What follows belongs to an exercise in optimizing a design on an open flow for small area and a short achievable clock period; a production flow would make more cautious choices.
Where RTL was checked, it was by simulation tests only, not by an equivalence proof against the original.

## before
## Butterfly_Unit
module Butterfly_Unit (
    input clk,
    input reset,
    input [1:0] operation,   
    input valid_in,
    input [11:0] a_in,
    input [11:0] b_in,
    input [11:0] zeta,
    output reg [11:0] a_out,
    output reg [11:0] b_out,
    output reg valid_out
);
==> module Butterfly_Unit, before the edit <==
module Butterfly_Unit (
    input clk,
    input reset,
    input [1:0] operation,   
    input valid_in,
    input [11:0] a_in,
    input [11:0] b_in,
    input [11:0] zeta,
    output reg [11:0] a_out,
    output reg [11:0] b_out,
    output reg valid_out
);
    localparam [12:0] Q = 13'd3329;
    wire        intt0 = operation[0];
    wire [12:0] d0    = {1'b0, a_in} - {1'b0, b_in};
    wire [12:0] ds0, dc0;
    CSA #(13) csa_d (.a({1'b0, a_in}), .b({1'b1, ~b_in}), .c(13'd3330), .s(ds0), .y(dc0));
    wire [12:0] dq0   = ds0 + dc0;                                   
    wire [11:0] m0    = !intt0 ? b_in : (d0[12] ? dq0[11:0] : d0[11:0]);
    wire [12:0] s0    = {1'b0, a_in} + {1'b0, b_in & {12{intt0}}};
    reg [11:0] m1, z1;
    reg [12:0] s1;
    reg [1:0]  op1;
    reg        v1;
    always @(posedge clk) begin
        m1  <= m0;
        s1  <= s0;
        z1  <= zeta;
        op1 <= operation;
    end
    wire [23:0] px1, py1;
    Mul12_CS mul (.a(z1), .b(m1), .x(px1), .y(py1));
    reg [23:0] px2, py2;
    reg [12:0] s2;
    reg [1:0]  op2;
    reg        v2;
    always @(posedge clk) begin
        px2 <= px1;
        py2 <= py1;
        s2  <= s1;
        op2 <= op1;
    end
    wire [11:0] h2 = px2[23:12] + py2[23:12];
    wire [12:0] t0;
    wire [11:0] t1;
    wire [14:0] t2;
    Tab_P12 tab0 (.h(h2[3:0]),  .t(t0));
    Tab_P16 tab1 (.h(h2[7:4]),  .t(t1));
    Tab_P20 tab2 (.h(h2[11:8]), .t(t2));
    wire [14:0] sa, ca, sb, cb, sc, cc;
    CSA #(15) csa_a (.a({3'b000, px2[11:0]}), .b({3'b000, py2[11:0]}), .c({2'b00, t0}), .s(sa), .y(ca));
    CSA #(15) csa_b (.a(sa), .b(ca), .c({3'b000, t1}), .s(sb), .y(cb));
    CSA #(15) csa_c (.a(sb), .b(cb), .c(t2), .s(sc), .y(cc));
    reg [14:0] xs3, xc3;
    reg [12:0] s3;
    reg [1:0]  op3;
    reg        v3;
    always @(posedge clk) begin
        xs3 <= sc;
        xc3 <= cc;
        s3  <= s2;
        op3 <= op2;
    end
    wire [14:0] x3  = xs3 + xc3;
    wire        ge1 = x3 >= 15'd3329;
    wire        ge2 = x3 >= 15'd6658;
    wire        ge3 = x3 >= 15'd9987;
    wire        ge4 = x3 >= 15'd13316;
    wire [11:0] x31 = x3[11:0] + 12'd767;
    wire [11:0] x32 = x3[11:0] + 12'd1534;
    wire [11:0] x33 = x3[11:0] + 12'd2301;
    wire [11:0] x34 = x3[11:0] + 12'd3068;
    wire [11:0] r3  = ge4 ? x34 : ge3 ? x33 : ge2 ? x32 : ge1 ? x31 : x3[11:0];
    reg [11:0] r4;
    reg [12:0] s4;
    reg [1:0]  op4;
    reg        v4;
    always @(posedge clk) begin
        r4  <= r3;
        s4  <= s3;
        op4 <= op3;
    end
    wire [11:0] rn4 = r4 & {12{~op4[0]}};
    wire [12:0] t4  = s4 + {1'b0, rn4};                            
    wire [13:0] ts4, tc4;
    CSA #(14) csa_t (.a({1'b0, s4}), .b({2'b00, rn4}), .c(14'h32ff), .s(ts4), .y(tc4));
    wire [13:0] tm4 = ts4 + tc4;                                   
    wire [11:0] ao4 = tm4[13] ? t4[11:0] : tm4[11:0];
    wire [12:0] u4  = {1'b0, s4[11:0]} - {1'b0, r4};
    wire [12:0] us4, uc4;
    CSA #(13) csa_u (.a({1'b0, s4[11:0]}), .b({1'b1, ~r4}), .c(13'd3330), .s(us4), .y(uc4));
    wire [12:0] uq4 = us4 + uc4;                                   
    wire [11:0] bo4 = op4[0] ? r4 : (u4[12] ? uq4[11:0] : u4[11:0]);
    always @(posedge clk) begin
        a_out <= op4[1] ? 12'd0 : ao4;
        b_out <= op4[1] ? 12'd0 : bo4;
    end
    always @(posedge clk) begin
        if (reset) begin
            v1 <= 1'b0; v2 <= 1'b0; v3 <= 1'b0; v4 <= 1'b0; valid_out <= 1'b0;
        end else begin
            v1 <= valid_in; v2 <= v1; v3 <= v2; v4 <= v3; valid_out <= v4;
        end
    end
endmodule
export LEC_CHECK = 0
export CAP_MARGIN = 20
export CELL_PAD_IN_SITES_DETAIL_PLACEMENT = 0
export CELL_PAD_IN_SITES_GLOBAL_PLACEMENT = 0
export CORE_MARGIN = 2
export CORE_UTILIZATION = 55
export SETUP_SLACK_MARGIN = 3.0
export SLEW_MARGIN = 20
export TNS_END_PERCENT = 0
create_clock -name core_clock -period 6.5 [get_ports {clk}]
run.sh (not shown) runs the stock make flow with config.mk's settings and CLKGATE_MAP_FILE= SYNTH_SCRIPT=/design/flow/synth_recipe.tcl, a recipe that flattens the netlist after the stock synthesis.
> inputs changed (before -> after)
--- a/flow/design.v
+++ b/flow/design.v
@@ -266,18 +266,22 @@
         xc3 <= cc;
         s3  <= s2;
         op3 <= op2;
     end
-    wire [14:0] x3  = xs3 + xc3;
-    wire        ge1 = x3 >= 15'd3329;
-    wire        ge2 = x3 >= 15'd6658;
-    wire        ge3 = x3 >= 15'd9987;
-    wire        ge4 = x3 >= 15'd13316;
-    wire [11:0] x31 = x3[11:0] + 12'd767;
-    wire [11:0] x32 = x3[11:0] + 12'd1534;
-    wire [11:0] x33 = x3[11:0] + 12'd2301;
-    wire [11:0] x34 = x3[11:0] + 12'd3068;
-    wire [11:0] r3  = ge4 ? x34 : ge3 ? x33 : ge2 ? x32 : ge1 ? x31 : x3[11:0];
+    wire [14:0] x3 = xs3 + xc3;
+    wire [14:0] ks1, kc1, ks2, kc2, ks3, kc3, ks4, kc4;
+    CSA #(15) csa_k1 (.a(xs3), .b(xc3), .c(15'h72ff), .s(ks1), .y(kc1));    
+    CSA #(15) csa_k2 (.a(xs3), .b(xc3), .c(15'h65fe), .s(ks2), .y(kc2));    
+    CSA #(15) csa_k3 (.a(xs3), .b(xc3), .c(15'h58fd), .s(ks3), .y(kc3));    
+    CSA #(15) csa_k4 (.a(xs3), .b(xc3), .c(15'h4bfc), .s(ks4), .y(kc4));    
+    wire [14:0] x1 = ks1 + kc1;
+    wire [14:0] x2 = ks2 + kc2;
+    wire [14:0] x3q = ks3 + kc3;
+    wire [14:0] x4 = ks4 + kc4;
+    wire [11:0] r3 = !x4[14]  ? x4[11:0]  :
+                     !x3q[14] ? x3q[11:0] :
+                     !x2[14]  ? x2[11:0]  :
+                     !x1[14]  ? x1[11:0]  : x3[11:0];
     reg [11:0] r4;
     reg [12:0] s4;
     reg [1:0]  op4;
     reg        v4;
Notes after the runs:
Delta (after minus before): die span in y up 4.0%; total number of clock tree sinks flat; maximum number of pins on one net before global-route repair down 1; minimum setup slack in the final design up 0.075 ns.
Delta(number of cells on the worst reg-to-reg path, after - before) < 0
Run comparison: after timing endpoint of the critical path xs3[10]; before timing endpoint of the critical path xs3[2]
after vs. before: area added between synthesis and finish went down 2.1 points, routed via count climbed about 11%, sequential share of layout area decreased 1.3 points, number of clock buffers in the layout has increased.
On post-synthesis instance total: after sits above before.
Only the layout flow was run in before; the RTL was not checked for function there.

-- re-timing with driven ports --
No port has a modelled driver above. Below, the same layouts with a new extraction and two added sets of constraints. Step 1 (the two cells are an assumption about what drives the block):
set clk [get_ports {clk}]
set_driving_cell -lib_cell sky130_fd_sc_hd__clkbuf_16 $clk
set_driving_cell -lib_cell sky130_fd_sc_hd__buf_2 [delete_from_list [all_inputs] $clk]
Step 2 times the ports against the registers' clock, not the clock port: input delays grow and output delays shrink by t, the midpoint of the rising clock arrivals with the driver on. Three values: ideal, step 1, step 2; two values: the first two.
run | t, ns | setup WS [ns] | worst setup path at the end | latest minus earliest clock arrival (ns) | worst data-port slew with drivers (ns)
before | 0.484 | 2.927 / 2.927 / 2.490 | input to register | 0.015 / 0.015 | 0.04
after | 0.495 | 3.002 / 3.002 / 2.641 | input to register | 0.018 / 0.018 | 0.04
After both steps setup and hold are still met in every run listed. For before, which loses most, drivers alone change the setup slack by 0.000 ns; drivers and shift together by -0.437 ns.
